Background: an optimization exercise with open tools, aiming at small area. Do not read the settings as production practice.
In this exercise RTL edits were held to simulation tests only and were not proved equivalent to the original.
Power and IR drop assume default switching activity.

Setup of the reference run:
// main
module main(clk, vs_vga, hs_vga, RED, GREEN, BLUE, SWITCH, BUTTON);
Size: about 19 I/O pins, ~0.011 sq mm of cells after synthesis.
Settings: LEC_CHECK=0, ABC_AREA=1, CAP_MARGIN=20, CORE_MARGIN=2, CORE_UTILIZATION=40, CTS_BUF_LIST=sky130_fd_sc_hd__clkbuf_4 sky130_fd_sc_hd__clkbuf_8, CTS_CLUSTER_DIAMETER=60, CTS_CLUSTER_SIZE=12, SLEW_MARGIN=20; clock period 20.0 ns.
run.sh (not shown) runs the stock make flow with config.mk's settings and CLKGATE_MAP_FILE= SYNTH_SCRIPT=/design/flow/synth_recipe.tcl, a recipe that flattens the netlist after the stock synthesis.
In summary, the reference run completed successfully, with a layout that passed the timing, DRC and antenna checks.
The inputs of the trial run differ from those of the reference run as listed below.
- CTS_CLUSTER_DIAMETER: 60 -> 100
- CTS_CLUSTER_SIZE: 12 -> 30
- ABC_AREA: 1 -> unset
==> notes.md <==
The trial run finished all stages; the layout is clean. Diff the reference run -> the trial run: area of the mapped netlist higher; share of final-layout standard cells stronger than drive strength 1 higher; length of routed wiring on met1 lower. The trial run vs the reference run: combinational power down.

========
Setup of v15:
main again, from the RTL that the note above started with.
Settings: LEC_CHECK=0, ABC_AREA=1, CAP_MARGIN=20, CORE_MARGIN=2, CORE_UTILIZATION=40, CTS_BUF_LIST=sky130_fd_sc_hd__clkbuf_4 sky130_fd_sc_hd__clkbuf_8, CTS_CLUSTER_DIAMETER=100, CTS_CLUSTER_SIZE=30, SLEW_MARGIN=20; clock period 20.0 ns.
standard.sh (not shown) runs the stock make flow with config.mk's settings and CLKGATE_MAP_FILE= SYNTH_SCRIPT=/design/flow/synth_recipe.tcl, a recipe that flattens the netlist after the stock synthesis.
==> flow/flow/run.sh <==
#!/bin/bash
# Layout flow: the standard synthesis, then the combinational logic
# between the standard synthesis's cells that are kept as they are (its
# registers with their names, its adder cells and tie cells) is optimised
# again with ABC (&deepsyn), then the standard layout from floorplan on,
# with a clock tree built without dummy loads.
# Each tool writes its full output to a log file in this folder.
set -e
LIB=$FLOW_HOME/platforms/$FLOW_PLATFORM/lib/sky130_fd_sc_hd__tt_025C_1v80.lib
YOSYS=$(command -v yosys || echo $FLOW_HOME/../tools/install/yosys/bin/yosys)
R=orfs/results/$FLOW_PLATFORM/main/base

bash standard.sh synth > run_synth.log 2>&1

cp $R/1_2_yosys.v reopt_in.v
python3 flow/cells2expr.py reopt_in.v reopt_conv.v $LIB > reopt_conv.log 2>&1
DONT_USE=$(grep -o 'cell *( *"\?sky130_fd_sc_hd__\(lpflow\|probe\)[a-z0-9_]*' $LIB | sed 's/.*(\s*"\?//' | sort -u | sed 's/^/-dont_use /' | tr '\n' ' ')
$YOSYS -l reopt_yosys.log -p "read_liberty -lib $LIB; read_verilog reopt_conv.v; hierarchy -top $FLOW_TOP; techmap; opt -fast; abc -script flow/deep.script -liberty $LIB $DONT_USE; opt_clean -purge; splitnets; opt_clean -purge; hilomap -singleton -hicell sky130_fd_sc_hd__conb_1 HI -locell sky130_fd_sc_hd__conb_1 LO; insbuf -buf sky130_fd_sc_hd__buf_4 A X; check -assert -mapped; tee -o reopt_stat.txt stat -liberty $LIB; write_verilog -noattr -nohex -nodec reopt_out.v" > /dev/null
cp reopt_out.v $R/1_2_yosys.v

# Clock tree: the standard flow's settings from config.mk, without dummy loads.
export CTS_ARGS="-sink_clustering_enable -repair_clock_nets -sink_clustering_size 30 -sink_clustering_max_diameter 100 -buf_list {sky130_fd_sc_hd__clkbuf_4 sky130_fd_sc_hd__clkbuf_8} -dont_use_dummy_load"
bash standard.sh finish > run_finish.log 2>&1
==> flow/flow/deep.script <==
&get -n
&st
&deepsyn -T 240
&nf
&put
mfs2
&get -n
&st
&dch
&nf
&put
Other scripts of this flow, unchanged in this note and not shown: flow/flow/cells2expr.py
> inputs changed (v15 -> v28)
==> flow/flow/deep.script <==
&get -n
&st
&deepsyn -T 600
&nf
&put
mfs2
&get -n
&st
&dch
&nf
&put
Notes after the runs:
Setup slack in v28 is larger than in v15.
Against v15, met3 routed wirelength in v28 fell by more than 10%.
Against v15, v28 comes in 0.55 points lower on fraction of the cycle the final worst path needs.
#### Input delta (v49 over v28)
diff --git a/flow/flow/run.sh b/flow/flow/run.sh
--- a/flow/flow/run.sh
+++ b/flow/flow/run.sh
@@ -5,2 +5 @@
-# again with ABC (&deepsyn), then the standard layout from floorplan on,
-# with a clock tree built without dummy loads.
+# again with ABC (&deepsyn), then the standard layout from floorplan on.
@@ -21,2 +19,0 @@
-# Clock tree: the standard flow's settings from config.mk, without dummy loads.
-export CTS_ARGS="-sink_clustering_enable -repair_clock_nets -sink_clustering_size 30 -sink_clustering_max_diameter 100 -buf_list {sky130_fd_sc_hd__clkbuf_4 sky130_fd_sc_hd__clkbuf_8} -dont_use_dummy_load"
==> flow/flow/deep.script <==
&get -n
&st
&deepsyn -T 240
&nf
&put
mfs2
&get -n
&st
&dch
&nf
&put
--- outcome ---
Utilization after layout: v49 vs v28 up 0.80 points
The post-detailed-placement cell area in v49 sits about 0.9% above the value recorded for v28.
Compared with v28, the detailed router inserted more vias in v49.
[v49] part of the total power dissipated in the clock network rose 7.6 points relative to v28

[what the ideal ports hide]
Ports are ideal in the flow. The routed layouts listed here were re-timed in OpenROAD. Step 1 assumes that a clkbuf_16 drives the clock port and a buf_2 every other input. Step 2 also shifts input and output timing later by t, the mid clock arrival at the registers, as if the neighbouring blocks saw the same clock. Three values: ideal ports, drivers, drivers and shift; two values: the first two.
run	t, ns	slack for setup (ns)	worst setup path at the end	worst data-port slew with drivers (ns)	cell pins on the clock port's net
the reference run	0.506	10.826 / 10.826 / 10.826	register to register	0.03	1
the trial run	0.502	11.076 / 11.076 / 11.076	register to register	0.04	1
v15	0.488	10.574 / 10.574 / 10.574	register to register	0.03	1
v28	0.490	10.685 / 10.685 / 10.685	register to register	0.03	1
v49	0.490	10.637 / 10.637 / 10.637	register to register	0.03	1
After both steps setup and hold are still met in every run listed.
